This is an optimization exercise on Yosys and OpenROAD, whose aim is small area, not a production implementation. At most, simulation tests tie the RTL to the original design; equivalence was not proved. The RTL of runs 2 and 3 was laid out without a check of its function. Power figures rest on the tool's default switching activity, not on a simulated workload.

[design/flow/design.v]
module router_fsm(input clock,resetn,pkt_valid,fifo_full,fifo_empty_0,fifo_empty_1,fifo_empty_2,soft_reset_0,soft_reset_1,soft_reset_2,parity_done,low_pkt_valid,input[1:0]data_in, output write_enb_reg,detect_add,ld_state,laf_state,lfd_state,rst_int_reg,busy,output reg [1:0]temp);
parameter decode_address    =3'b000,
	  load_first_data   =3'b001,
	  load_data         =3'b010,
	  fifo_full_state   =3'b011,
	  load_after_full   =3'b100,
	  load_parity       =3'b101,
	  check_parity_error=3'b110,
	  wait_till_empty   =3'b111;
reg [2:0]ps,ns;
always@(posedge clock)
	if(!resetn)
		temp<=0;
	else if(ps==decode_address)
		temp<=data_in;
wire sel_empty = (data_in==2'b00) ? fifo_empty_0 : (data_in==2'b01) ? fifo_empty_1 : fifo_empty_2;
wire cur_empty = (temp==2'b00) ? fifo_empty_0 : (temp==2'b01) ? fifo_empty_1 : (temp==2'b10) ? fifo_empty_2 : 1'b0;
wire cur_sr    = (temp==2'b00) ? soft_reset_0 : (temp==2'b01) ? soft_reset_1 : (temp==2'b10) ? soft_reset_2 : 1'b0;
always@(posedge clock)
	if(!resetn || cur_sr)
		ps<=decode_address;
	else
		ps<=ns;
always@(*)
begin
	ns=ps;
	case(ps)
		decode_address:
			if(pkt_valid && data_in!=2'b11)
				ns = sel_empty ? load_first_data : wait_till_empty;
		load_first_data:
			ns=load_data;
		load_data:
			if(fifo_full)
				ns=fifo_full_state;
			else if(!pkt_valid)
				ns=load_parity;
		fifo_full_state:
			if(!fifo_full)
				ns=load_after_full;
		load_after_full:
			if(parity_done)
				ns=decode_address;
			else if(low_pkt_valid)
				ns=load_parity;
			else
				ns=load_data;
		load_parity:
			ns=check_parity_error;
		check_parity_error:
			ns = fifo_full ? fifo_full_state : decode_address;
		wait_till_empty:
			if(cur_empty)
				ns=load_first_data;
	endcase
end
assign detect_add = (ps==decode_address);
assign lfd_state  = (ps==load_first_data);
assign ld_state   = (ps==load_data);
assign busy = (ps!=decode_address) && (ps!=load_data);
assign write_enb_reg = (ps==load_data) || (ps==load_parity) || (ps==load_after_full);
assign laf_state = (ps==load_after_full);
assign rst_int_reg = (ps==check_parity_error);
endmodule
module router_sync(input clock,resetn,full_0,full_1,full_2,empty_0,empty_1,empty_2,write_enb_reg,read_enb_0,read_enb_1,read_enb_2,input[1:0]temp,output [2:0]write_enb,output vld_out_0,vld_out_1,vld_out_2,output fifo_full,output soft_reset_0,soft_reset_1,soft_reset_2);
assign fifo_full = (temp==2'b00) ? full_0 : (temp==2'b01) ? full_1 : (temp==2'b10) ? full_2 : 1'b0;
assign write_enb = write_enb_reg ? {temp==2'b10, temp==2'b01, temp==2'b00} : 3'b000;
assign vld_out_0 = ~empty_0;
assign vld_out_1 = ~empty_1;
assign vld_out_2 = ~empty_2;
router_wdog W0 (.clock(clock),.resetn(resetn),.vld(vld_out_0),.read_enb(read_enb_0),.soft_reset(soft_reset_0));
router_wdog W1 (.clock(clock),.resetn(resetn),.vld(vld_out_1),.read_enb(read_enb_1),.soft_reset(soft_reset_1));
router_wdog W2 (.clock(clock),.resetn(resetn),.vld(vld_out_2),.read_enb(read_enb_2),.soft_reset(soft_reset_2));
endmodule
module router_wdog(input clock,resetn,vld,read_enb,output reg soft_reset);
reg [4:0]count;
wire last = count[4] & ~count[2] & ~count[1] & ~count[0];
always@(posedge clock)
	if(!resetn || !vld || read_enb || last)
		count<=0;
	else
		count<={count[3:0], ~(count[4]^count[2])};
always@(posedge clock)
	soft_reset <= resetn && vld && !read_enb && last;
endmodule
module router_reg(input clock,resetn,pkt_valid,fifo_full,rst_int_reg,detect_add,ld_state,laf_state,lfd_state,input[7:0]data_in,output reg err,parity_done,low_pkt_valid,output reg[7:0]dout);
reg[7:0]full_byte,parity_diff;
wire hdr_ld = detect_add && pkt_valid && data_in[1:0]!=2'b11;
always@(posedge clock)
	if(hdr_ld || (ld_state && !fifo_full))
		dout<=data_in;
	else if(laf_state)
		dout<=full_byte;
always@(posedge clock)
	if(ld_state && fifo_full)
		full_byte<=data_in;
always@(posedge clock)
	if(!resetn)
		parity_diff<=8'd0;
	else if(detect_add)
		parity_diff<= hdr_ld ? data_in : 8'd0;
	else if(ld_state)
		parity_diff<=parity_diff^data_in;
always@(posedge clock)
	if(!resetn || rst_int_reg)
		low_pkt_valid<=1'b0;
	else if(ld_state && !pkt_valid)
		low_pkt_valid<=1'b1;
always@(posedge clock)
	if(!resetn)
		parity_done<=1'b0;
	else if((ld_state && !fifo_full && !pkt_valid) || (laf_state && low_pkt_valid))
		parity_done<=1'b1;
	else if(detect_add)
		parity_done<=1'b0;
always@(posedge clock)
	if(!resetn)
		err<=1'b0;
	else if(parity_done)
		err<= |parity_diff;
endmodule
module router_fifo(input clock,resetn,soft_reset,write_enb,read_enb,input[7:0]data_in,output full,empty,output [7:0]data_out);
reg [3:0]count;
reg cleared;
reg [7:0]mem[15:0];
integer i;
assign full  = count==4'd15;
assign empty = count==4'd0;
wire wr = write_enb && !full;
wire rd = read_enb && !empty;
always@(posedge clock)
	if(wr) begin
		mem[0]<=data_in;
		for(i=1;i<16;i=i+1)
			mem[i]<=mem[i-1];
	end
always@(posedge clock)
	if(!resetn || soft_reset)
		count<=0;
	else if(wr && !rd)
		count<=count+1'b1;
	else if(rd && !wr)
		count<=count-1'b1;
always@(posedge clock)
	if(!resetn || soft_reset)
		cleared<=1'b1;
	else if(rd)
		cleared<=1'b0;
wire [7:0]q0 = count[1] ? (count[0]?mem[3]:mem[2]) : (count[0]?mem[1]:mem[0]);
wire [7:0]q1 = count[1] ? (count[0]?mem[7]:mem[6]) : (count[0]?mem[5]:mem[4]);
wire [7:0]q2 = count[1] ? (count[0]?mem[11]:mem[10]) : (count[0]?mem[9]:mem[8]);
wire [7:0]q3 = count[1] ? (count[0]?mem[15]:mem[14]) : (count[0]?mem[13]:mem[12]);
wire [7:0]r = count[3] ? (count[2]?q3:q2) : (count[2]?q1:q0);
assign data_out = cleared ? 8'd0 : r;
endmodule
module router_top(input clock,resetn,read_enb_0,read_enb_1,read_enb_2,pkt_valid,input [7:0]data_in, output [7:0]data_out_0,data_out_1,data_out_2, output vld_out_0,vld_out_1,vld_out_2,err,busy);
wire [2:0]write_enb;
wire [7:0]dout;
wire [1:0]temp;
wire fifo_full,empty_0,empty_1,empty_2,full_0,full_1,full_2,soft_reset_0,soft_reset_1,soft_reset_2;
wire parity_done,low_pkt_valid,write_enb_reg,detect_add,ld_state,laf_state,lfd_state,rst_int_reg;
router_fsm FSM1 (.clock(clock),.resetn(resetn),.pkt_valid(pkt_valid),.fifo_full(fifo_full),
	.fifo_empty_0(empty_0),.fifo_empty_1(empty_1),.fifo_empty_2(empty_2),
	.soft_reset_0(soft_reset_0),.soft_reset_1(soft_reset_1),.soft_reset_2(soft_reset_2),
	.parity_done(parity_done),.low_pkt_valid(low_pkt_valid),.data_in(data_in[1:0]),
	.write_enb_reg(write_enb_reg),.detect_add(detect_add),.ld_state(ld_state),.laf_state(laf_state),
	.lfd_state(lfd_state),.rst_int_reg(rst_int_reg),.busy(busy),.temp(temp));
router_sync SYNC1 (.clock(clock),.resetn(resetn),.temp(temp),.full_0(full_0),.full_1(full_1),.full_2(full_2),
	.empty_0(empty_0),.empty_1(empty_1),.empty_2(empty_2),.write_enb_reg(write_enb_reg),
	.read_enb_0(read_enb_0),.read_enb_1(read_enb_1),.read_enb_2(read_enb_2),.write_enb(write_enb),
	.vld_out_0(vld_out_0),.vld_out_1(vld_out_1),.vld_out_2(vld_out_2),.fifo_full(fifo_full),
	.soft_reset_0(soft_reset_0),.soft_reset_1(soft_reset_1),.soft_reset_2(soft_reset_2));
router_reg REG1 (.clock(clock),.resetn(resetn),.pkt_valid(pkt_valid),.fifo_full(fifo_full),.rst_int_reg(rst_int_reg),
	.detect_add(detect_add),.ld_state(ld_state),.laf_state(laf_state),.lfd_state(lfd_state),.data_in(data_in),
	.err(err),.parity_done(parity_done),.low_pkt_valid(low_pkt_valid),.dout(dout));
router_fifo FIFO0 (.clock(clock),.resetn(resetn),.soft_reset(soft_reset_0),.write_enb(write_enb[0]),.read_enb(read_enb_0),.data_in(dout),.full(full_0),.empty(empty_0),.data_out(data_out_0));
router_fifo FIFO1 (.clock(clock),.resetn(resetn),.soft_reset(soft_reset_1),.write_enb(write_enb[1]),.read_enb(read_enb_1),.data_in(dout),.full(full_1),.empty(empty_1),.data_out(data_out_1));
router_fifo FIFO2 (.clock(clock),.resetn(resetn),.soft_reset(soft_reset_2),.write_enb(write_enb[2]),.read_enb(read_enb_2),.data_in(dout),.full(full_2),.empty(empty_2),.data_out(data_out_2));
endmodule
[design/flow/flow/run.sh]
#!/bin/bash
set -euo pipefail
export BUFFER_PORTS_ARGS="-buffer_cell sky130_fd_sc_hd__buf_1"
export CTS_ARGS="-sink_clustering_enable -repair_clock_nets -sink_clustering_size 30 -sink_clustering_max_diameter 80 -dont_use_dummy_load"
bash standard.sh > run_standard.log 2>&1
[design/flow/standard.sh]
#!/bin/bash
# synth_recipe.tcl (not shown) runs the flow's synth.tcl, then flattens the netlist and writes it again
# the make line also repeats each setting of config.mk as NAME=value (left out here)
make -C /OpenROAD-flow-scripts/flow DESIGN_CONFIG=/design/flow/config.mk WORK_HOME=/design/flow/orfs CLKGATE_MAP_FILE= SYNTH_SCRIPT=/design/flow/synth_recipe.tcl "${@:-finish}"
[design/flow/config.mk]
export PLATFORM = sky130hd
export DESIGN_NAME = router_top
export DESIGN_NICKNAME = router_top
export VERILOG_FILES = /design/flow/design.v
export SDC_FILE = /design/flow/constraint.sdc
export NUM_CORES = 4
export LEC_CHECK = 0
export CAP_MARGIN = 20
export CORE_MARGIN = 2
export CORE_UTILIZATION = 60
export CTS_CLUSTER_DIAMETER = 80
export CTS_CLUSTER_SIZE = 30
export SLEW_MARGIN = 20
[design/flow/constraint.sdc]
create_clock -name core_clock -period 5.0 [get_ports {clock}]
set_input_delay 1.0000 -clock core_clock [delete_from_list [all_inputs] [get_ports {clock}]]
set_output_delay 1.0000 -clock core_clock [all_outputs]
set_load 0.01 [all_outputs]
==> results_dict.tcl, run 1 <==
set metrics [dict create \
    setup_ws_ns 0.867 \
    die_x_um 176 \
    ys_types 54 \
    hold_end "FIFO1.mem[4][7]" \
    finalHoldViolCount 0 \
    status "no timing/DRC/antenna violations" \
    r2r_end "FIFO1.mem[12][3]" \
    p_leak_nw 5.72 \
    crit_fanout 26 \
    grtUsageMet1 0.299 \
    rr_worst_depth 5 \
    grt-busiest-layer "met2" \
    hold_path.class "reg -> reg" \
    post-place-ws_ns 1.36 \
    design_area_um2 18800 \
    tightest_slew_ns 1.04 \
    antenna_found_initial 1 \
    wl_per_cell_um 22.4 \
    core_area_um2 28900 \
    vdd_drop_max_mv 0.356 \
    synth_edf_count 400 \
    cts_resized 0 \
    cts_tree "yes" \
    synth_most_common_cell "edfxtp_1" \
    cap_violations 0 \
    grt_start_max_net_pins 97 \
    grt_pass1_vias 8241 \
    clock_sinks 449 \
    slowest_stage "dfxtp_2" \
    maxSlewHeadroom 0.306 \
    gp_congestion 0.790 \
    slew_violations 0 \
    critPathTopFamily "multiplexers" \
    fin_skew_ns 0.0511 \
    synth-warning-count 5 \
    grtUsageTotal 0.194 \
    ctsHoldBuffers 0 \
    start_kind "flop" \
    post-route-drc-count 0 \
    crit_type "reg -> out" \
    grt_use_met2 0.304 \
    arrival_ns 3.13 \
    initial_utilization 0.613 \
    drt_iter0_drc 835 \
    slowest_delay_ns 0.90 \
    antenna_left 0 \
    antenna_cells 0 \
    insertion_delay_ns 0.53 \
    r2r-start "FSM1.ps[1]" \
    r2r_slack_ns 1.57 \
    drt_wl_total_mm 29.2 \
    cp-end-kind "output port" \
    synth_area_um2 17700 \
    ys_seq_area_frac 0.735 \
    numPortBuffers 42 \
    grt_setup_unrepaired "no" \
    grt_util_met3 0.0258 \
    die-area_um2 30900 \
    synthArstFlopShare 0 \
    critPathRequiredTime_ns 4.00 \
    die_h_um 176 \
    ctsRootBufferMaster "clkbuf_16" \
    grt_pass1_wl_mm 46.5 \
    total_power_mw 10.0 \
    grt-ovfl-total 0 \
    yosysTopAreaCell "edfxtp_1" \
    cp_common_cell "mux4_2" \
    synth_top_area_frac 0.679 \
    ys.flop_type "edfxtp_1" \
    worstHoldStart "FIFO1.mem[3][7]" \
    via_per_inst 6.20 \
    syn_nets 915 \
    fmax_ghz 0.242 \
    fin_crit_sh 0.827 \
    drive_above_1_share 0.195 \
    synthCells 886 \
    ios 43 \
    synthToLayoutAreaGrowth_pct 6.15 \
    vias 8063 \
    cts_buffers 19 \
    power_density_nw_per_um2 535 \
    fin_crit_ns 4.13 \
    dp_hpwl_mm 18.1 \
    post_cts_buffers 0 \
    rows 62 \
    drtPass1Iterations 5 \
    clock_path_buffers 3 \
    setup_violations 0 \
    htree_levels 1 \
    fin_nets 947 \
    synth_area_per_cell_um2 20.0 \
    clk_pin_slew_worst_paths_ns 0.11 \
    min_path_cells 0 \
    synth_common_cells "edfxtp_1 (400), mux4_2 (113), dfxtp_1 (49)" \
    synthTopCellsByArea "edfxtp_1 (68%), mux4_2 (14%), dfxtp_1 (5.5%)" \
    cp_num_buf_inv 2 \
    ys_ff_latch 449 \
    place_area_um2 18300 \
    critical_path.cell_chain "buf_4, mux4_2, mux4_2, nor2b_1, buf_1" \
]
-- cell families after synthesis --
logic type | synth area share
flops | 0.735
mux | 0.156
simple gates | 0.0422
compound gates | 0.0342
buf+inv | 0.0166
fa+ha+maj | 0.0119
xor+xnor | 0.00446
-- layer usage --
layer / vias up / routed length, um
met4: 0 / 628
met2: 139 / 13900
met5: - / 0
met3: 36 / 955
li1: 3635 / -
met1: 4253 / 13700
-- power breakdown --
part           switching, mW  internal, mW
registers              0.678          5.04
logic                   1.28          1.33
clock network           1.02         0.688
-- stage by stage --
step / hold slack (ns) / setup TNS, ns / utilization / instances
after floorplan: 0.406 / -133.78 / - / 886
after global placement: 0.416 / 0 / 0.634 / 1281
after detailed placement: 0.428 / 0 / 0.634 / 1281
after CTS: 0.434 / 0 / 0.650 / 1300
after global routing: 0.432 / 0 / 0.650 / 1300
final: 0.427 / 0 / 0.650 / 1300
-- how the worst max path moves through the flow --
| stage | startpoint | end | slack [ns] | cells past startpoint |
|---|---|---|---|---|
| 3_5_place_dp | FIFO1.count[0] | data_out_1[2] | 1.36 | 5 |
| 5_1_grt | FIFO1.count[0] | data_out_1[2] | 0.61 | 5 |
| 2_1_floorplan | FSM1.ps[0] | FIFO1.count[3] | -1.72 | 12 |
| 6_report | FIFO1.count[0] | data_out_1[2] | 0.87 | 5 |
| 3_3_place_gp | FIFO1.count[0] | data_out_1[2] | 1.40 | 5 |
| 4_1_cts | FIFO1.count[0] | data_out_1[6] | 0.77 | 5 |
-- sequential cells by signal, summed over array words and instances (netlist names), 3 cells and up --
register          flops
REG1.full_byte        8
FIFO2.mem           128
FIFO1.mem           128
FIFO1.count           4
FSM1.ps               3
FIFO2.count           4
FIFO0.mem           128
FIFO0.count           4
SYNC1.W0.count        5
SYNC1.W1.count        5
REG1.dout             8
SYNC1.W2.count        5
REG1.parity_diff      8
-- layout make-up --
class | count | area, um2
clock buffers | 19 | 475
fillers | 1972 | 10100
multi-input cells | 379 | 4490
inverters | 13 | 48.8
well taps | 384 | 480
repair buffers | 56 | 283
flip-flops and latches | 449 | 13000
-- cell usage in the layout, fill, tap and decap left out, drive strengths merged, types with 17 or more instances in the layout --
cell      n
a21oi    30
and2     17
buf      56
clkbuf   19
dfxtp    49
edfxtp  400
mux4    113
nor2     31
nor2b    30
==> run 2: changes to the inputs <==
--- a/design/flow/design.v
+++ b/design/flow/design.v
@@ -10,7 +10,5 @@
 reg [2:0]ps,ns;
 always@(posedge clock)
-	if(!resetn)
-		temp<=0;
-	else if(ps==decode_address)
+	if(ps==decode_address)
 		temp<=data_in;
 wire sel_empty = (data_in==2'b00) ? fifo_empty_0 : (data_in==2'b01) ? fifo_empty_1 : fifo_empty_2;
@@ -73,14 +71,12 @@
 router_wdog W2 (.clock(clock),.resetn(resetn),.vld(vld_out_2),.read_enb(read_enb_2),.soft_reset(soft_reset_2));
 endmodule
-module router_wdog(input clock,resetn,vld,read_enb,output reg soft_reset);
+module router_wdog(input clock,resetn,vld,read_enb,output soft_reset);
 reg [4:0]count;
-wire last = count[4] & ~count[2] & ~count[1] & ~count[0];
+assign soft_reset = count==5'b10000;
 always@(posedge clock)
-	if(!resetn || !vld || read_enb || last)
+	if(!resetn || !vld || read_enb)
 		count<=0;
 	else
-		count<={count[3:0], ~(count[4]^count[2])};
-always@(posedge clock)
-	soft_reset <= resetn && vld && !read_enb && last;
+		count<={count[3:0], ~(count[4]^count[2]) | soft_reset};
 endmodule
 module router_reg(input clock,resetn,pkt_valid,fifo_full,rst_int_reg,detect_add,ld_state,laf_state,lfd_state,input[7:0]data_in,output reg err,parity_done,low_pkt_valid,output reg[7:0]dout);
@@ -96,7 +92,5 @@
 		full_byte<=data_in;
 always@(posedge clock)
-	if(!resetn)
-		parity_diff<=8'd0;
-	else if(detect_add)
+	if(detect_add)
 		parity_diff<= hdr_ld ? data_in : 8'd0;
 	else if(ld_state)
@@ -147,10 +141,10 @@
 	else if(rd)
 		cleared<=1'b0;
-wire [7:0]q0 = count[1] ? (count[0]?mem[3]:mem[2]) : (count[0]?mem[1]:mem[0]);
-wire [7:0]q1 = count[1] ? (count[0]?mem[7]:mem[6]) : (count[0]?mem[5]:mem[4]);
-wire [7:0]q2 = count[1] ? (count[0]?mem[11]:mem[10]) : (count[0]?mem[9]:mem[8]);
-wire [7:0]q3 = count[1] ? (count[0]?mem[15]:mem[14]) : (count[0]?mem[13]:mem[12]);
-wire [7:0]r = count[3] ? (count[2]?q3:q2) : (count[2]?q1:q0);
-assign data_out = cleared ? 8'd0 : r;
+reg [7:0]r; integer j;
+always@(*) begin
+	r=0;
+	for(j=0;j<16;j=j+1) if(count==j && !cleared) r = r | mem[j];
+end
+assign data_out = r;
 endmodule
 module router_top(input clock,resetn,read_enb_0,read_enb_1,read_enb_2,pkt_valid,input [7:0]data_in, output [7:0]data_out_0,data_out_1,data_out_2, output vld_out_0,vld_out_1,vld_out_2,err,busy);
==> design/flow/flow/run.sh (replaced) <==
#!/bin/bash
set -euo pipefail
export BUFFER_PORTS_ARGS="-buffer_cell sky130_fd_sc_hd__buf_1"
export CTS_ARGS="-sink_clustering_enable -repair_clock_nets -sink_clustering_size 30 -sink_clustering_max_diameter 80 -dont_use_dummy_load -root_buf sky130_fd_sc_hd__clkbuf_8 -tree_buf sky130_fd_sc_hd__clkbuf_8"
bash standard.sh > run_standard.log 2>&1
--- a/design/flow/config.mk
+++ b/design/flow/config.mk
@@ -6,8 +6,7 @@
 export NUM_CORES = 4
 export LEC_CHECK = 0
+export ABC_AREA = 1
 export CAP_MARGIN = 20
 export CORE_MARGIN = 2
-export CORE_UTILIZATION = 60
-export CTS_CLUSTER_DIAMETER = 80
-export CTS_CLUSTER_SIZE = 30
+export CORE_UTILIZATION = 70
 export SLEW_MARGIN = 20
==> run 2 against run 1 <==
Still clean on timing, DRC and antenna. Hold slack better by 0.012 ns. Clock skew is 0.023 ns lower. Total power shrank 9.0%. Final area decreased by 3.2%. Maximum frequency increased by 7.4%. Synthesized area fell by 2.8%. Clock power is 5% lower. Routed wire length rose by 21%. Largest cell class unchanged. Highest routed layer unchanged.
==> results_dict.tcl, run 2 <==
set metrics [dict create \
    synth_area_um2 17200 \
    fin_skew_ns 0.0276 \
    drtPass1Iterations 7 \
    ios 43 \
    die_x_um 161 \
    synth_common_cells "edfxtp_1 (410), nand2_1 (375), nor2_1 (118)" \
    rows 57 \
    setup_violations 0 \
    vias 10538 \
    via_per_inst 6.22 \
    grt_start_max_net_pins 94 \
    antenna_left 0 \
    insertion_delay_ns 0.60 \
    ctsHoldBuffers 0 \
    power_density_nw_per_um2 503 \
    critPathRequiredTime_ns 4.00 \
    status "no timing/DRC/antenna violations" \
    intPower_mw 6.25 \
    gp_congestion 0.890 \
    grt_setup_unrepaired "no" \
    synthArstFlopShare 0 \
    arrival_ns 2.85 \
    post-place-ws_ns 1.62 \
    synthToLayoutAreaGrowth_pct 5.80 \
    grt_pass1_wl_mm 55.1 \
    cts_resized 0 \
    synth_area_per_cell_um2 13.1 \
    tightest_slew_ns 1.00 \
    fin_setup_tns_ns 0 \
    clock_path_buffers 3 \
    yosysTopAreaCell "edfxtp_1" \
    cts_buffers 18 \
    post-route-drc-count 0 \
    synth_edf_count 410 \
    initial_utilization 0.711 \
    synth_most_common_cell "edfxtp_1" \
    fin_crit_sh 0.770 \
    ys_seq_area_frac 0.759 \
    clk_pin_slew_worst_paths_ns 0.11 \
    maxSlewHeadroom 0.330 \
    start_kind "flop" \
    syn_nets 1343 \
    drt_iter0_drc 1282 \
    fin_crit_ns 3.85 \
    htree_levels 1 \
    die_h_um 161 \
    hold_path.class "reg -> reg" \
    ys_types 33 \
    ys.flop_type "edfxtp_1" \
    cts_tree "yes" \
    drive_above_1_share 0.0299 \
    mostFrequentLayoutCell "edfxtp_1" \
    core_area_um2 24200 \
    finalHoldViolCount 0 \
    wl_per_cell_um 20.8 \
    mostFrequentLayoutCells "edfxtp_1 (410), nand2_1 (375), nor2_1 (118)" \
    p_sw_mw 2.89 \
    vdd_drop_max_mv 0.394 \
    seq_power_share 0.618 \
    ys_ff_latch 446 \
    dp_hpwl_mm 22.7 \
    switching_share 0.316 \
    ctsRootBufferMaster "clkbuf_8" \
    antenna_found_initial 0 \
    fin_nets 1405 \
    clock_sinks 446 \
    antenna_cells 0 \
    die-area_um2 25800 \
    crit_fanout 8 \
    slew_violations 0 \
    cap_violations 0 \
    synthTopCellsByArea "edfxtp_1 (72%), nand2_1 (8.2%), dfxtp_1 (4.2%)" \
    numPortBuffers 42 \
    post_cts_buffers 0 \
    drt_wl_total_mm 35.3 \
    synthCells 1311 \
    crit_type "reg -> out" \
    cp-end-kind "output port" \
    synth_top_area_frac 0.717 \
    grtUsageTotal 0.278 \
    largestRegisters "FIFO0.mem (128), FIFO1.mem (128), FIFO2.mem (128)" \
    power_frac_comb 0.205 \
    clkPwrFrac 0.177 \
    setup_ws_ns 1.15 \
    p_leak_nw 6.24 \
    postLayoutCoreUtil 0.752 \
    grt-ovfl-total 0 \
    synth-warning-count 5 \
    fmax_ghz 0.260 \
    grt_pass1_vias 10045 \
]
run 2: cell types whose count changed in the layout (fill, tap and decap cells not counted), moves of 11 or more:
cell,before,now
nor2b_1,30,0
nor3_1,0,18
a221oi_1,0,18
a22o_1,0,36
nor2_1,30,118
mux2i_1,11,0
mux4_2,113,0
and2_1,16,0
nand2_1,13,375
nand4_1,0,50
inv_1,10,66
nand3_1,5,73
run 2: path summary, 6_finish.rpt:
kind	end	cells after the start	slack, ns	startpoint
min	SYNC1.W2.count[1]	2	0.44	SYNC1.W2.count[0]
max reg2reg	FIFO0.count[3]	12	1.55	FSM1.ps[1]
min reg2reg	SYNC1.W2.count[1]	2	0.44	SYNC1.W2.count[0]
max	data_out_1[5]	9	1.15	FIFO1.count[0]
run 2: through the flow:
stage	std cells	hold WS, ns	cell area (um2)	total power, mW
3_3_place_gp	1677	0.413	17800	7.50
4_1_cts	1695	0.421	18200	9.14
6_report	1695	0.440	18200	9.14
3_5_place_dp	1677	0.415	17800	7.58
5_1_grt	1695	0.442	18200	9.57
2_1_floorplan	1311	0.408	17200	6.91
run 2: cell families after synthesis:
kind of cell,synth area share
compound gates,0.0516
buf+inv,0.0178
xor+xnor,0.00153
fa+ha+maj,0.0131
flops,0.759
simple gates,0.157
run 2: per-layer routing:
metal / part of all wire / global-route usage
met1: 0.43 / 0.427
met2: 0.45 / 0.421
met3: 0.081 / 0.0405
met4: 0.032 / 0.0958
met5: 0 / 0
run 2: final cells by class:
class / instances / area, um2
Sequential cell: 446 / 13000
Clock buffer: 18 / 417
Timing Repair Buffer: 46 / 191
Fill cell: 1563 / 6000
Tap cell: 324 / 405
Inverter: 74 / 289
Multi-Input combinational cell: 787 / 3840
run 2: critical path, cell delays in order, from the launching register on:
cell and delay (ns):
dfxtp_1 0.37, inv_1 0.16, ha_1 0.23, nand2_1 0.12
nor2_1 0.73, nand2_1 0.13, nand4_1 0.16, a211oi_1 0.06
nand2_1 0.12, buf_1 0.15
run 2: power groups by stage:
stage / combinational, mW / clock (mW) / sequential (mW)
after floorplan: 1.34 / 0 / 5.58
after global placement: 1.80 / 0 / 5.70
after detailed placement: 1.85 / 0 / 5.73
after CTS: 1.86 / 1.63 / 5.65
after global routing: 2.08 / 1.74 / 5.74
final: 1.87 / 1.62 / 5.65
==> run 3: changes to the inputs <==
--- a/design/flow/config.mk
+++ b/design/flow/config.mk
@@ -9,4 +9,4 @@
 export CAP_MARGIN = 20
 export CORE_MARGIN = 2
-export CORE_UTILIZATION = 70
+export CORE_UTILIZATION = 60
 export SLEW_MARGIN = 20
==> run 3 against run 2 <==
Clock-buffer cell count up 1. Largest power group unchanged. Still clean. Clock power up 3%. Sequential share of layout area down 0.39 points. Synthesized area unchanged. Critical path type unchanged.
==> results_dict.tcl, run 3 <==
set metrics [dict create \
    status "no timing/DRC/antenna violations" \
    synth_top_area_frac 0.717 \
    fin_skew_ns 0.0344 \
    fin_nets 1407 \
    total_power_mw 9.19 \
    ys.flop_type "edfxtp_1" \
    fin_crit_ns 3.94 \
    drt_iter0_drc 1154 \
    insertion_delay_ns 0.61 \
    cp-end-kind "output port" \
    ios 43 \
    synth_edf_count 410 \
    synth_most_common_cell "edfxtp_1" \
    place_area_um2 17800 \
    clock_path_buffers 3 \
    ys_ff_latch 446 \
    ctsHoldBuffers 0 \
    grt_setup_unrepaired "no" \
    largestRegisters "FIFO0.mem (128), FIFO1.mem (128), FIFO2.mem (128)" \
    wl_met3_mm 2.40 \
    tightest_slew_ns 1.13 \
    drt_wl_total_mm 35.4 \
    design_area_um2 18300 \
    fin_setup_tns_ns 0 \
    grt_start_max_net_pins 68 \
    critical_path.cell_chain "inv_1, ha_1, nand2_1, nor2_1, nand2_1, nand3_1, a211oi_1, nand2_1, buf_1" \
    slowest_stage "nor2_1" \
    htree_levels 1 \
    met2WireLength_mm 15.8 \
    dp_hpwl_mm 23.1 \
    synthToLayoutAreaGrowth_pct 6.38 \
    post_cts_buffers 0 \
    p_leak_nw 6.26 \
    slew_violations 0 \
    synth_common_cells "edfxtp_1 (410), nand2_1 (375), nor2_1 (118)" \
    clock_sinks 446 \
    crit_fanout 8 \
    highest_layer "met4" \
    hold_path.class "reg -> reg" \
    wl_met1_mm 16.4 \
    cts_buffers 19 \
    gp_congestion 0.876 \
    initial_utilization 0.613 \
    die_h_um 173 \
    cp_common_cell "nand2_1" \
    power_density_nw_per_um2 503 \
    finalHoldViolCount 0 \
    clk_pin_slew_worst_paths_ns 0.10 \
    grt_pass1_wl_mm 54.5 \
    start_kind "flop" \
    antenna_found_initial 0 \
    fmax_ghz 0.254 \
    critPathRequiredTime_ns 4.00 \
    holdWs_ns 0.428 \
    antenna_left 0 \
    drtPass1Iterations 7 \
    n_fill_cell 2153 \
    drive_above_1_share 0.0313 \
    ctsRootBufferMaster "clkbuf_8" \
    grtUsageTotal 0.235 \
    crit_type "reg -> out" \
    synth_area_um2 17200 \
    die_x_um 173 \
    regArea_um2 13000 \
    cts_tree "yes" \
    synth_area_per_cell_um2 13.1 \
    wl_per_cell_um 20.2 \
    ys_types 33 \
    cap_violations 0 \
    core_area_um2 28000 \
    syn_nets 1343 \
    die-area_um2 30000 \
    synthArstFlopShare 0 \
    mostFrequentLayoutCells "edfxtp_1 (410), nand2_1 (375), nor2_1 (118)" \
    synthTopCellsByArea "edfxtp_1 (72%), nand2_1 (8.2%), dfxtp_1 (4.2%)" \
    vias 10274 \
    slowest_delay_ns 0.87 \
    numPortBuffers 42 \
    setup_violations 0 \
    ys_seq_area_frac 0.759 \
    grt-ovfl-total 0 \
    post-route-drc-count 0 \
    cts_resized 0 \
    synth-warning-count 5 \
    mostFrequentLayoutCell "edfxtp_1" \
    via_per_inst 5.86 \
    vdd_drop_max_mv 0.365 \
    yosysTopAreaCell "edfxtp_1" \
    grt_pass1_vias 9458 \
    arrival_ns 2.94 \
    rows 61 \
    fin_crit_sh 0.788 \
    maxSlewHeadroom 0.246 \
    synthCells 1311 \
    multi_input_area_um2 3840 \
]
[run 3: cell counts after synthesis]
Identical to the previous run, type by type.
[run 3: final cells by class]
type	count	area share
sequential	446	0.713
multi-input combinational	787	0.210
tap	378	0.0259
clock buffer	19	0.0242
inverter	74	0.0158
timing repair buffer	47	0.0107
antenna	1	0.000137
[run 3: path summary, 6_finish.rpt]
kind / start / endpoint / slack, ns / cells after the start
setup / recovery: FIFO1.count[0] / data_out_1[0] / 1.06 / 9
hold / removal: FIFO0.mem[0][0] / FIFO0.mem[1][0] / 0.43 / 0
setup reg to reg: FSM1.ps[1] / FIFO0.count[3] / 1.63 / 12
hold reg to reg: FIFO0.mem[0][0] / FIFO0.mem[1][0] / 0.43 / 0
[run 3: cell families (layout without fill, tap and decap cells)]
logic type	Yosys count	in the layout	share of synthesized area
buffers and inverters	78	140	0.0178
flip-flops	446	446	0.759
adder cells (fa/ha/maj)	18	18	0.0131
AND/OR/NAND/NOR	644	644	0.157
AO/OA/AOI/OAI	122	122	0.0516
other	0	1	0
XOR/XNOR	3	3	0.00153
[run 3: layer usage]
layer  up-vias  global-route usage
met5         -                   0
met4         0              0.0604
met3        57              0.0309
met2       344               0.346
met1      5024               0.377
li1       4849                   -
[run 3: power by group]
part           switching [mW]  internal [mW]  total, mW
Sequential              0.475           5.18       5.65
Combinational            1.39          0.480       1.87
Clock                    1.04          0.629       1.67
Total                    2.90           6.29       9.19
[run 3: per-stage QoR]
stage,std cells,utilization,worst slack [ns]
6_report,1752,0.652,1.06
3_3_place_gp,1732,0.637,1.71
2_1_floorplan,1311,-,0.185
3_5_place_dp,1732,0.637,1.58
4_1_cts,1751,0.652,1.14
5_1_grt,1751,0.652,0.867
[run 3: worst max-delay path, delay by kind of cell (launching register included)]
kind / cells / cell delay (ns)
buffers and inverters: 2 / 0.32
adder cells (fa/ha/maj): 1 / 0.23
AO/OA/AOI/OAI: 1 / 0.05
AND/OR/NAND/NOR: 5 / 1.37
flip-flops: 1 / 0.36
==> run 4: changes to the inputs <==
--- a/design/flow/design.v
+++ b/design/flow/design.v
@@ -78,5 +78,5 @@
 		count<=0;
 	else
-		count<={count[3:0], ~(count[4]^count[2]) | soft_reset};
+		count<={count[3:0], ~(count[4]^count[2])};
 endmodule
 module router_reg(input clock,resetn,pkt_valid,fifo_full,rst_int_reg,detect_add,ld_state,laf_state,lfd_state,input[7:0]data_in,output reg err,parity_done,low_pkt_valid,output reg[7:0]dout);
--- a/design/flow/config.mk
+++ b/design/flow/config.mk
@@ -10,3 +10,4 @@
 export CORE_MARGIN = 2
 export CORE_UTILIZATION = 60
+export PLACE_DENSITY = 0.85
 export SLEW_MARGIN = 20
==> run 4 against run 3 <==
Still clean. Flip-flop and latch count unchanged. Worst setup slack improved by 0.077 ns. Sequential share of layout area increased by 0.21 points. Maximum frequency increased by 2.0%. Clock-buffer cell count unchanged. Final cell count decreased by 0.11%. Register-to-register slack improved by 0.16 ns. Sequential power about the same. Critical path type unchanged. Critical endpoint is now data_out_2[0]. Largest power group unchanged.
==> results_dict.tcl, run 4 <==
set metrics [dict create \
    status "no timing/DRC/antenna violations" \
    cts_tree "yes" \
    grt_pass1_wl_mm 55.6 \
    synthArstFlopShare 0 \
    clock_path_buffers 3 \
    maxSlewHeadroom 0.354 \
    ys_types 31 \
    synth_area_um2 17100 \
    post_cts_buffers 0 \
    ys_ff_latch 446 \
    fin_nets 1406 \
    wl_met1_mm 14.4 \
    power_density_nw_per_um2 502 \
    crit_type "reg -> out" \
    highest_layer "met4" \
    arrival_ns 2.86 \
    vias 10654 \
    met2WireLength_mm 16.1 \
    synth_edf_count 410 \
    numPortBuffers 42 \
    ys.flop_type "edfxtp_1" \
    grt_pass1_vias 10394 \
    insertion_delay_ns 0.64 \
    slew_violations 0 \
    post-route-drc-count 0 \
    start_kind "flop" \
    cp-end-kind "output port" \
    synth-warning-count 5 \
    critical_path.cell_chain "inv_1, ha_1, nand2_1, nor2_1, nand2_1, nand4_1, nor2_1, nand2_1, buf_1" \
    via_per_inst 6.09 \
    antenna_found_initial 0 \
    fin_skew_ns 0.0774 \
    place_area_um2 17800 \
    vdd_drop_max_mv 0.467 \
    design_area_um2 18200 \
    antenna_left 0 \
    drive_above_1_share 0.0364 \
    htree_levels 1 \
    mostFrequentLayoutCells "edfxtp_1 (410), nand2_1 (404), nor2_1 (118)" \
    fin_setup_tns_ns 0 \
    mostFrequentLayoutCell "edfxtp_1" \
    p_leak_nw 6.25 \
    cts_resized 0 \
    synth_common_cells "edfxtp_1 (410), nand2_1 (404), nor2_1 (118)" \
    largestRegisters "FIFO0.mem (128), FIFO1.mem (128), FIFO2.mem (128)" \
    grt_start_max_net_pins 79 \
    wl_per_cell_um 20.2 \
    clk_pin_slew_worst_paths_ns 0.11 \
    synthToLayoutAreaGrowth_pct 6.27 \
    ctsRootBufferMaster "clkbuf_8" \
    setup_violations 0 \
    cp_common_cell "nand2_1" \
    critPathRequiredTime_ns 4.00 \
    synth_area_per_cell_um2 13.1 \
    die-area_um2 29900 \
    drt_wl_total_mm 35.4 \
    ctsHoldBuffers 0 \
    synth_most_common_cell "edfxtp_1" \
    yosysTopAreaCell "edfxtp_1" \
    grt_setup_unrepaired "no" \
    cts_buffers 19 \
    slowest_stage "nor2_1" \
    antenna_cells 0 \
    initial_utilization 0.614 \
    synthCells 1311 \
    tightest_slew_ns 0.965 \
    core_area_um2 27900 \
    slowest_delay_ns 0.73 \
    wl_met3_mm 3.57 \
    grtUsageTotal 0.235 \
    hold_path.class "reg -> reg" \
    drt_iter0_drc 1592 \
    drtPass1Iterations 5 \
    fmax_ghz 0.259 \
    finalHoldViolCount 0 \
    die_x_um 173 \
    clock_sinks 446 \
    fin_crit_sh 0.772 \
    synthTopCellsByArea "edfxtp_1 (72%), nand2_1 (8.8%), dfxtp_1 (4.2%)" \
    rows 61 \
    crit_fanout 8 \
    synth_top_area_frac 0.718 \
    ys_seq_area_frac 0.760 \
    dp_hpwl_mm 23.0 \
    grt-ovfl-total 0 \
    cap_violations 0 \
    die_h_um 173 \
    fin_crit_ns 3.86 \
    syn_nets 1343 \
    ios 43 \
    gp_congestion 0.852 \
]
-- run 4: changes by cell type after synthesis, sizes merged, moves of 2 or more --
cell    change
a221oi      +8
nand4       +4
a21oi       -4
o211ai      -2
xor2        -3
a22o       -13
nand2      +35
inv         -4
nand3      -25
-- run 4: path summary, 6_finish.rpt --
| kind | startpoint | endpoint | slack (ns) | cells past startpoint |
|---|---|---|---|---|
| max | FIFO2.count[0] | data_out_2[0] | 1.14 | 9 |
| min | FIFO0.mem[5][6] | FIFO0.mem[6][6] | 0.41 | 0 |
| max reg2reg | FSM1.ps[0] | FIFO0.mem[15][4] | 1.79 | 6 |
| min reg2reg | FIFO0.mem[5][6] | FIFO0.mem[6][6] | 0.41 | 0 |
-- run 4: final cells by class --
type	count	area, um2
multi-input cells	792	3830
repair buffers	45	180
inverters	70	270
clock buffers	19	442
well taps	378	473
flip-flops and latches	446	13000
fillers	1926	9710
-- run 4: cells by family after synthesis --
family	after synthesis	synth area share
DFF	446	0.760
AOI/OAI and AO/OA	115	0.0486
buffers and inverters	73	0.0169
adders and majority gates	18	0.0131
and+or+nand+nor	659	0.161
-- run 4: report_power, final --
part	switching (mW)	internal [mW]
Combinational	1.40	0.469
Clock	1.03	0.628
Sequential	0.458	5.17
Total	2.89	6.27
-- run 4: layer usage --
metal,global-route usage,vias to the layer above
li1,-,4826
met1,0.348,5048
met2,0.363,675
met3,0.0350,105
met4,0.0816,0
met5,0,-
-- run 4: through the flow --
stage	setup WS, ns	std cells	hold slack [ns]	util	power (mW)
4_1_cts	1.21	1750	0.420	0.652	9.13
6_report	1.14	1750	0.412	0.652	9.15
3_3_place_gp	1.96	1731	0.415	0.637	7.42
5_1_grt	1.01	1750	0.427	0.652	9.56
2_1_floorplan	0.185	1311	0.408	-	6.90
3_5_place_dp	1.81	1731	0.422	0.637	7.54
-- run 4: critical path: cells and delay by family (launching register included) --
kind | cells | cell delay (ns)
buffers and inverters | 2 | 0.30
DFF | 1 | 0.38
and+or+nand+nor | 6 | 1.39
adders and majority gates | 1 | 0.17
==> run 5: changes to the inputs <==
--- a/design/flow/config.mk
+++ b/design/flow/config.mk
@@ -10,4 +10,3 @@
 export CORE_MARGIN = 2
 export CORE_UTILIZATION = 60
-export PLACE_DENSITY = 0.85
 export SLEW_MARGIN = 20
==> run 5 against run 4 <==
Still clean on timing, DRC and antenna. Sequential share of layout area fell by 0.088 points. Synthesized cell count did not move. Critical path depth did not move. Clock power barely moved. Largest cell class unchanged. Largest power group unchanged.
==> results_dict.tcl, run 5 <==
set metrics [dict create \
    maxSlewHeadroom 0.256 \
    mostFrequentLayoutCells "edfxtp_1 (410), nand2_1 (404), nor2_1 (118)" \
    gp_congestion 0.824 \
    slowest_delay_ns 0.84 \
    cap_violations 0 \
    ys_seq_area_frac 0.760 \
    setup_ws_ns 1.13 \
    synth_edf_count 410 \
    antenna_found_initial 0 \
    htree_levels 1 \
    vias 10428 \
    crit_fanout 8 \
    highest_layer "met4" \
    numPortBuffers 42 \
    clock_sinks 446 \
    slew_violations 0 \
    yosysTopAreaCell "edfxtp_1" \
    synth_common_cells "edfxtp_1 (410), nand2_1 (404), nor2_1 (118)" \
    p_leak_nw 6.26 \
    synthTopCellsByArea "edfxtp_1 (72%), nand2_1 (8.8%), dfxtp_1 (4.2%)" \
    rows 61 \
    drt_wl_total_mm 36.7 \
    critPathRequiredTime_ns 4.00 \
    status "no timing/DRC/antenna violations" \
    antenna_left 0 \
    ios 43 \
    setup_violations 0 \
    post-place-ws_ns 1.83 \
    r2r-start "FSM1.ps[0]" \
    worstHoldStart "SYNC1.W1.count[0]" \
    met2WireLength_mm 16.2 \
    crit_type "reg -> out" \
    hold_end "SYNC1.W1.count[1]" \
    initial_utilization 0.614 \
    ys.flop_type "edfxtp_1" \
    drtPass1Iterations 6 \
    cts_resized 0 \
    grt-ovfl-total 0 \
    core_area_um2 27900 \
    cp-end-kind "output port" \
    grt_start_max_net_pins 69 \
    synthArstFlopShare 0 \
    drt_iter0_drc 1299 \
    r2r_end "FIFO2.mem[8][1]" \
    post_cts_buffers 0 \
    ys_ff_latch 446 \
    rr_worst_depth 6 \
    clock_path_buffers 3 \
    critPathTopFamily "simple AND/OR/NAND/NOR gates" \
    synth_most_common_cell "edfxtp_1" \
    fmax_ghz 0.258 \
    cts_buffers 19 \
    ctsRootBufferMaster "clkbuf_8" \
    hold_path.class "reg -> reg" \
    tightest_slew_ns 1.11 \
    grt_setup_unrepaired "no" \
    die_h_um 173 \
    ys_types 31 \
    fin_setup_tns_ns 0 \
    ctsHoldBuffers 0 \
    synth-warning-count 5 \
    post-route-drc-count 0 \
    mostFrequentLayoutCell "edfxtp_1" \
    cts_tree "yes" \
    cp_num_buf_inv 2 \
    power_density_nw_per_um2 502 \
    synth_area_per_cell_um2 13.1 \
    grt_pass1_vias 9762 \
    r2r_slack_ns 1.84 \
    finalHoldViolCount 0 \
    synth_area_um2 17100 \
    drive_above_1_share 0.0378 \
    die-area_um2 29900 \
    clk_pin_slew_worst_paths_ns 0.11 \
    via_per_inst 5.94 \
    synthToLayoutAreaGrowth_pct 6.40 \
    syn_nets 1343 \
    vdd_drop_max_mv 0.427 \
    min_path_cells 2 \
    die_x_um 173 \
    grtUsageTotal 0.242 \
    fin_crit_ns 3.87 \
    slowest_stage "nor2_1" \
    arrival_ns 2.87 \
    wl_per_cell_um 20.9 \
    largestRegisters "FIFO0.mem (128), FIFO1.mem (128), FIFO2.mem (128)" \
    fin_crit_sh 0.774 \
    wl_met3_mm 3.15 \
    fin_nets 1408 \
    wl_met1_mm 16.3 \
    grt_pass1_wl_mm 56.0 \
    synth_top_area_frac 0.718 \
    synthCells 1311 \
    critical_path.cell_chain "inv_1, ha_1, nand2_1, nor2_1, nand2_1, nand4_1, nor2_1, nand3_1, buf_1" \
    dp_hpwl_mm 23.4 \
    fin_skew_ns 0.0546 \
    start_kind "flop" \
    insertion_delay_ns 0.60 \
]
run 5: cell counts after synthesis:
Identical to the previous run, type by type.
run 5: layout make-up:
cell class,count,area [um2]
clock buffers,19,442
well taps,378,473
inverters,70,270
repair buffers,47,195
multi-input cells,792,3830
diodes,3,7.51
fillers,2106,9690
flip-flops and latches,446,13000
run 5: how the worst max path moves through the flow:
stage | start | to | slack (ns) | depth (start not counted)
after CTS | FIFO1.count[0] | data_out_1[7] | 1.15 | 9
after floorplan | FSM1.ps[0] | FIFO0.count[3] | 0.18 | 12
after global placement | FIFO1.count[0] | data_out_1[7] | 1.86 | 9
after global routing | FIFO1.count[1] | data_out_1[5] | 0.98 | 9
after detailed placement | FSM1.ps[0] | FIFO2.mem[4][6] | 1.83 | 6
final | FIFO1.count[0] | data_out_1[0] | 1.13 | 9
run 5: power by group:
part           internal, mW  switching, mW  leakage, nW
registers              5.17          0.480         4.03
clock network         0.628           1.05        0.219
logic                 0.471           1.37         2.01
total                  6.26           2.90         6.26
run 5: layer usage:
layer	global-route usage	vias to the layer above
met5	0	-
met4	0.0745	0
met3	0.0528	76
met2	0.354	459
met1	0.368	5058
li1	-	4835
run 5: cells by family (layout without fill, tap and decap cells):
group,after synthesis,in the layout,share of synthesized area
fa+ha+maj,18,18,0.0131
flops,446,446,0.760
buf+inv,73,136,0.0169
other cells,0,3,0
compound gates,115,115,0.0486
simple gates,659,659,0.161
run 5: worst min-delay path, delay by kind of cell (launching register included):
family / cells / cell delay [ns]
flops: 1 / 0.32
simple gates: 1 / 0.03
buf+inv: 1 / 0.05
run 5: per-stage QoR:
| step | area [um2] | cells | utilization | power (mW) | hold WS [ns] |
|---|---|---|---|---|---|
| 4_1_cts | 18200 | 1752 | 0.653 | 9.20 | 0.437 |
| 3_5_place_dp | 17800 | 1733 | 0.637 | 7.56 | 0.424 |
| 2_1_floorplan | 17100 | 1311 | - | 6.90 | 0.408 |
| 5_1_grt | 18200 | 1752 | 0.653 | 9.62 | 0.455 |
| 3_3_place_gp | 17800 | 1733 | 0.637 | 7.51 | 0.415 |
| 6_report | 18200 | 1755 | 0.653 | 9.17 | 0.435 |
==> run 6: changes to the inputs <==
--- a/design/flow/config.mk
+++ b/design/flow/config.mk
@@ -9,4 +9,4 @@
 export CAP_MARGIN = 20
 export CORE_MARGIN = 2
-export CORE_UTILIZATION = 60
+export CORE_UTILIZATION = 65
 export SLEW_MARGIN = 20
==> run 6 against run 5 <==
Sequential power about the same. Final cell count is 2.7% lower. Maximum frequency fell by 0.56%. Clock power barely moved. Critical endpoint is now data_out_1[3]. Via count is 0.95% lower.
==> results_dict.tcl, run 6 <==
set metrics [dict create \
    status "no timing/DRC/antenna violations" \
    post_cts_buffers 0 \
    ys.flop_type "edfxtp_1" \
    cap_violations 0 \
    mostFrequentLayoutCell "edfxtp_1" \
    mostFrequentLayoutCells "edfxtp_1 (410), nand2_1 (404), nor2_1 (118)" \
    slowest_delay_ns 0.83 \
    cp_num_buf_inv 2 \
    synthToLayoutAreaGrowth_pct 5.95 \
    largestRegisters "FIFO0.mem (128), FIFO1.mem (128), FIFO2.mem (128)" \
    finalHoldViolCount 0 \
    die_x_um 166 \
    antenna_left 0 \
    r2r-start "FSM1.ps[0]" \
    post-route-drc-count 0 \
    fin_nets 1406 \
    drt_wl_total_mm 35.4 \
    critPathRequiredTime_ns 4.00 \
    cp-end-kind "output port" \
    wl_per_cell_um 20.7 \
    core_area_um2 26000 \
    vdd_drop_max_mv 0.411 \
    grt_start_max_net_pins 76 \
    setup_ws_ns 1.11 \
    worstHoldStart "FIFO0.mem[13][3]" \
    synthTopCellsByArea "edfxtp_1 (72%), nand2_1 (8.8%), dfxtp_1 (4.2%)" \
    ys_seq_area_frac 0.760 \
    drive_above_1_share 0.0364 \
    setup_violations 0 \
    crit_type "reg -> out" \
    grtUsageTotal 0.254 \
    clk_pin_slew_worst_paths_ns 0.11 \
    fmax_ghz 0.257 \
    cts_resized 0 \
    maxSlewHeadroom 0.261 \
    fin_crit_ns 3.89 \
    min_path_cells 0 \
    hold_path.class "reg -> reg" \
    postLayoutCoreUtil 0.699 \
    slew_violations 0 \
    synth_common_cells "edfxtp_1 (410), nand2_1 (404), nor2_1 (118)" \
    slowest_stage "nor2_1" \
    die_h_um 166 \
    regArea_um2 13000 \
    grt_pass1_vias 9772 \
    fin_cells 1707 \
    crit_cells 9 \
    synth-warning-count 5 \
    r2r_slack_ns 1.78 \
    drt_iter0_drc 1203 \
    cts_buffers 19 \
    ios 43 \
    clock_path_buffers 3 \
    arrival_ns 2.89 \
    grt_setup_unrepaired "no" \
    power_density_nw_per_um2 502 \
    grt-ovfl-total 0 \
    synth_top_area_frac 0.718 \
    design_area_um2 18200 \
    fin_setup_tns_ns 0 \
    holdWs_ns 0.404 \
    startpoint "FIFO1.count[0]" \
    ctsHoldBuffers 0 \
    ctsRootBufferMaster "clkbuf_8" \
    dpl.cell_count 1688 \
    synth_area_per_cell_um2 13.1 \
    r2r_end "FIFO1.mem[15][3]" \
    drtPass1Iterations 5 \
    clock_sinks 446 \
    syn_nets 1343 \
    initial_utilization 0.660 \
    ys_types 31 \
    insertion_delay_ns 0.63 \
    htree_levels 1 \
    rows 59 \
    rr_worst_depth 6 \
    place_area_um2 17700 \
    tightest_slew_ns 1.10 \
    antenna_cells 0 \
    synth_edf_count 410 \
    dp_hpwl_mm 22.5 \
    start_kind "flop" \
    critPathTopFamily "simple AND/OR/NAND/NOR gates" \
    post-place-ws_ns 1.75 \
    yosysTopAreaCell "edfxtp_1" \
    grt_pass1_wl_mm 54.6 \
    critical_path.cell_chain "inv_1, ha_1, nand2_1, nor2_1, nand2_1, nand2_1, a221oi_1, nand3_1, buf_1" \
    vias 10329 \
    fin_skew_ns 0.0729 \
    synthCells 1311 \
    multi_input_area_um2 3830 \
    cts_tree "yes" \
    total_power_mw 9.13 \
    cp_common_cell "nand2_1" \
    synth_area_um2 17100 \
    gp_congestion 0.829 \
    p_leak_nw 6.25 \
    ys_ff_latch 446 \
    hold_end "FIFO0.mem[14][3]" \
    fin_crit_sh 0.779 \
    numPortBuffers 42 \
    crit_fanout 8 \
    die-area_um2 27700 \
    synth_most_common_cell "edfxtp_1" \
    synthArstFlopShare 0 \
    antenna_found_initial 0 \
    via_per_inst 6.05 \
    n_fill_cell 1810 \
]
run 6: layout make-up:
| cell class | instances | share of cell area |
|---|---|---|
| Tap cell | 335 | 0.0231 |
| Multi-Input combinational cell | 792 | 0.211 |
| Inverter | 70 | 0.0149 |
| Clock buffer | 19 | 0.0243 |
| Sequential cell | 446 | 0.717 |
| Timing Repair Buffer | 45 | 0.00992 |
run 6: cells by family after synthesis:
| kind of cell | Yosys count | synth area share |
|---|---|---|
| fa+ha+maj | 18 | 0.0131 |
| simple gates | 659 | 0.161 |
| flops | 446 | 0.760 |
| compound gates | 115 | 0.0486 |
| buf+inv | 73 | 0.0169 |
run 6: worst max path at each step:
| stage | endpoint | slack (ns) |
|---|---|---|
| floorplan | FIFO0.count[3] | 0.18 |
| global placement | FIFO2.mem[10][3] | 1.84 |
| detailed placement | FIFO2.mem[10][3] | 1.75 |
| CTS | data_out_2[5] | 1.21 |
| global route | data_out_1[5] | 1.06 |
| finish | data_out_1[3] | 1.11 |
run 6: per-layer routing:
metal / share of wire / global-route usage / vias up / wire (um)
met5: 0 / 0 / - / 0
met4: 0.022 / 0.0637 / 0 / 789
met3: 0.073 / 0.0283 / 49 / 2590
met2: 0.46 / 0.401 / 406 / 16300
met1: 0.44 / 0.389 / 5044 / 15700
li1: - / - / 4830 / -
run 6: worst register-to-register path, cell delays in order, from the launching register on:
cell and delay [ns]:
dfxtp_1 0.37, nor2_4 0.34, inv_2 0.12, o211ai_1 0.37, nand3_1 0.19, inv_4 0.72
buf_4 0.75
run 6: where the power goes:
part / leakage [nW] / internal, mW / switching (mW)
clock: 0.219 / 0.629 / 1.03
combinational: 2.00 / 0.466 / 1.37
sequential: 4.03 / 5.17 / 0.459
==> run 7: changes to the inputs <==
--- a/design/flow/config.mk
+++ b/design/flow/config.mk
@@ -7,6 +7,6 @@
 export LEC_CHECK = 0
 export ABC_AREA = 1
-export CAP_MARGIN = 20
+export CAP_MARGIN = 0
 export CORE_MARGIN = 2
 export CORE_UTILIZATION = 65
-export SLEW_MARGIN = 20
+export SLEW_MARGIN = 0
==> run 7 against run 6 <==
Clock skew unchanged. Maximum frequency stayed put. Critical endpoint unchanged. Total power stayed put.
==> results_dict.tcl, run 7 <==
set metrics [dict create \
    synth_area_per_cell_um2 13.1 \
    hold_path.class "reg -> reg" \
    mostFrequentLayoutCells "edfxtp_1 (410), nand2_1 (404), nor2_1 (118)" \
    synth_top_area_frac 0.718 \
    htree_levels 1 \
    slew_violations 0 \
    synthArstFlopShare 0 \
    ys_seq_area_frac 0.760 \
    dpl.cell_count 1688 \
    start_kind "flop" \
    synthToLayoutAreaGrowth_pct 5.95 \
    cts_resized 0 \
    gp_congestion 0.829 \
    crit_fanout 8 \
    hold_end "FIFO0.mem[14][3]" \
    design_area_um2 18200 \
    grt_setup_unrepaired "no" \
    grt_pass1_wl_mm 54.6 \
    drive_above_1_share 0.0364 \
    antenna_left 0 \
    setup_violations 0 \
    postLayoutCoreUtil 0.699 \
    arrival_ns 2.89 \
    min_path_cells 0 \
    synthCells 1311 \
    post-place-ws_ns 1.75 \
    cts_buffers 19 \
    place_area_um2 17700 \
    total_power_mw 9.13 \
    ctsHoldBuffers 0 \
    via_per_inst 6.05 \
    crit_type "reg -> out" \
    power_density_nw_per_um2 502 \
    holdWs_ns 0.404 \
    setup_ws_ns 1.11 \
    drtPass1Iterations 5 \
    clock_path_buffers 3 \
    critPathRequiredTime_ns 4.00 \
    fin_setup_tns_ns 0 \
    drt_wl_total_mm 35.4 \
    die_h_um 166 \
    dp_hpwl_mm 22.5 \
    r2r_end "FIFO1.mem[15][3]" \
    fin_cells 1707 \
    drt_iter0_drc 1203 \
    clock_sinks 446 \
    synth_area_um2 17100 \
    fin_skew_ns 0.0729 \
    startpoint "FIFO1.count[0]" \
    r2r-start "FSM1.ps[0]" \
    ys.flop_type "edfxtp_1" \
    fin_crit_sh 0.779 \
    wl_per_cell_um 20.7 \
    syn_nets 1343 \
    vias 10329 \
    synth_most_common_cell "edfxtp_1" \
    synthTopCellsByArea "edfxtp_1 (72%), nand2_1 (8.8%), dfxtp_1 (4.2%)" \
    rr_worst_depth 6 \
    mostFrequentLayoutCell "edfxtp_1" \
    post_cts_buffers 0 \
    vdd_drop_max_mv 0.411 \
    die-area_um2 27700 \
    r2r_slack_ns 1.78 \
    largestRegisters "FIFO0.mem (128), FIFO1.mem (128), FIFO2.mem (128)" \
    fin_crit_ns 3.89 \
    fmax_ghz 0.257 \
    ios 43 \
    antenna_found_initial 0 \
    post-route-drc-count 0 \
    grt_start_max_net_pins 76 \
    synth-warning-count 5 \
    numPortBuffers 42 \
    finalHoldViolCount 0 \
    cap_violations 0 \
    yosysTopAreaCell "edfxtp_1" \
    die_x_um 166 \
    ys_types 31 \
    synth_common_cells "edfxtp_1 (410), nand2_1 (404), nor2_1 (118)" \
    grtUsageTotal 0.254 \
    core_area_um2 26000 \
    initial_utilization 0.660 \
    cts_tree "yes" \
    grt_pass1_vias 9772 \
    grt-ovfl-total 0 \
    clk_pin_slew_worst_paths_ns 0.11 \
    insertion_delay_ns 0.63 \
    ctsRootBufferMaster "clkbuf_8" \
    worstHoldStart "FIFO0.mem[13][3]" \
    fin_nets 1406 \
    maxSlewHeadroom 0.261 \
    rows 59 \
    tightest_slew_ns 1.10 \
    status "no timing/DRC/antenna violations" \
    ys_ff_latch 446 \
    antenna_cells 0 \
    p_leak_nw 6.25 \
    synth_edf_count 410 \
    cp-end-kind "output port" \
]
run 7: how the worst max path moves through the flow:
stage	slack, ns	cells after the start	end
floorplan	0.18	12	FIFO0.count[3]
global placement	1.84	6	FIFO2.mem[10][3]
detailed placement	1.75	6	FIFO2.mem[10][3]
CTS	1.21	9	data_out_2[5]
global route	1.06	9	data_out_1[5]
finish	1.11	9	data_out_1[3]
run 7: kinds of logic after synthesis:
group                      count (synthesis)  synth area share
adders and majority gates                 18            0.0131
buffers and inverters                     73            0.0169
and+or+nand+nor                          659             0.161
AOI/OAI and AO/OA                        115            0.0486
DFF                                      446             0.760
run 7: final cells by class:
type | count | area [um2]
clock buffer | 19 | 442
fill | 1810 | 7820
inverter | 70 | 270
multi-input combinational | 792 | 3830
sequential | 446 | 13000
tap | 335 | 419
timing repair buffer | 45 | 180
run 7: critical path, cell delays in order (launching register included):
cell	delay, ns
dfxtp_1	0.37
inv_1	0.16
ha_1	0.19
nand2_1	0.12
nor2_1	0.83
nand2_1	0.20
nand2_1	0.13
a221oi_1	0.05
nand3_1	0.13
buf_1	0.16
run 7: per-layer routing:
layer,vias up,global-route usage,part of all wire
met5,-,0,0
met4,0,0.0637,0.022
met3,49,0.0283,0.073
met2,406,0.401,0.46
met1,5044,0.389,0.44
li1,4830,-,-
run 7: where the power goes:
group / switching, mW / internal (mW)
combinational: 1.37 / 0.466
sequential: 0.459 / 5.17
clock: 1.03 / 0.629
total: 2.86 / 6.26

==> afterwards: timing with drivers on the ports <==
How much do the figures lean on ideal ports? The routed layouts below were timed once more, with nothing changed but the port constraints. Step 1 (the two cells are an assumption about what drives the block):
set clk [get_ports {clock}]
set_driving_cell -lib_cell sky130_fd_sc_hd__clkbuf_16 $clk
set_driving_cell -lib_cell sky130_fd_sc_hd__buf_2 [delete_from_list [all_inputs] $clk]
Step 2 moves the port delays by t, midway between the first and last clock arrival at a register: inputs arrive t later, outputs are due t later. That takes back most of the time a late clock gives input paths. Three values: ideal ports, drivers, drivers and shift; two values: the first two.
run | t (ns) | setup WS [ns] | worst register clock-pin slew, ns
run 1 | 0.557 | 0.867 / 0.818 / 1.375 | 0.11 / 0.11
run 2 | 0.639 | 1.152 / 1.103 / 1.545 | 0.12 / 0.12
run 3 | 0.643 | 1.061 / 1.014 / 1.627 | 0.11 / 0.11
run 4 | 0.640 | 1.138 / 1.096 / 1.736 | 0.12 / 0.12
run 5 | 0.625 | 1.128 / 1.081 / 1.707 | 0.12 / 0.12
run 6 | 0.640 | 1.106 / 1.059 / 1.699 | 0.11 / 0.11
run 7 | 0.640 | 1.106 / 1.059 / 1.699 | 0.11 / 0.11
After both steps every run listed still meets setup and hold.
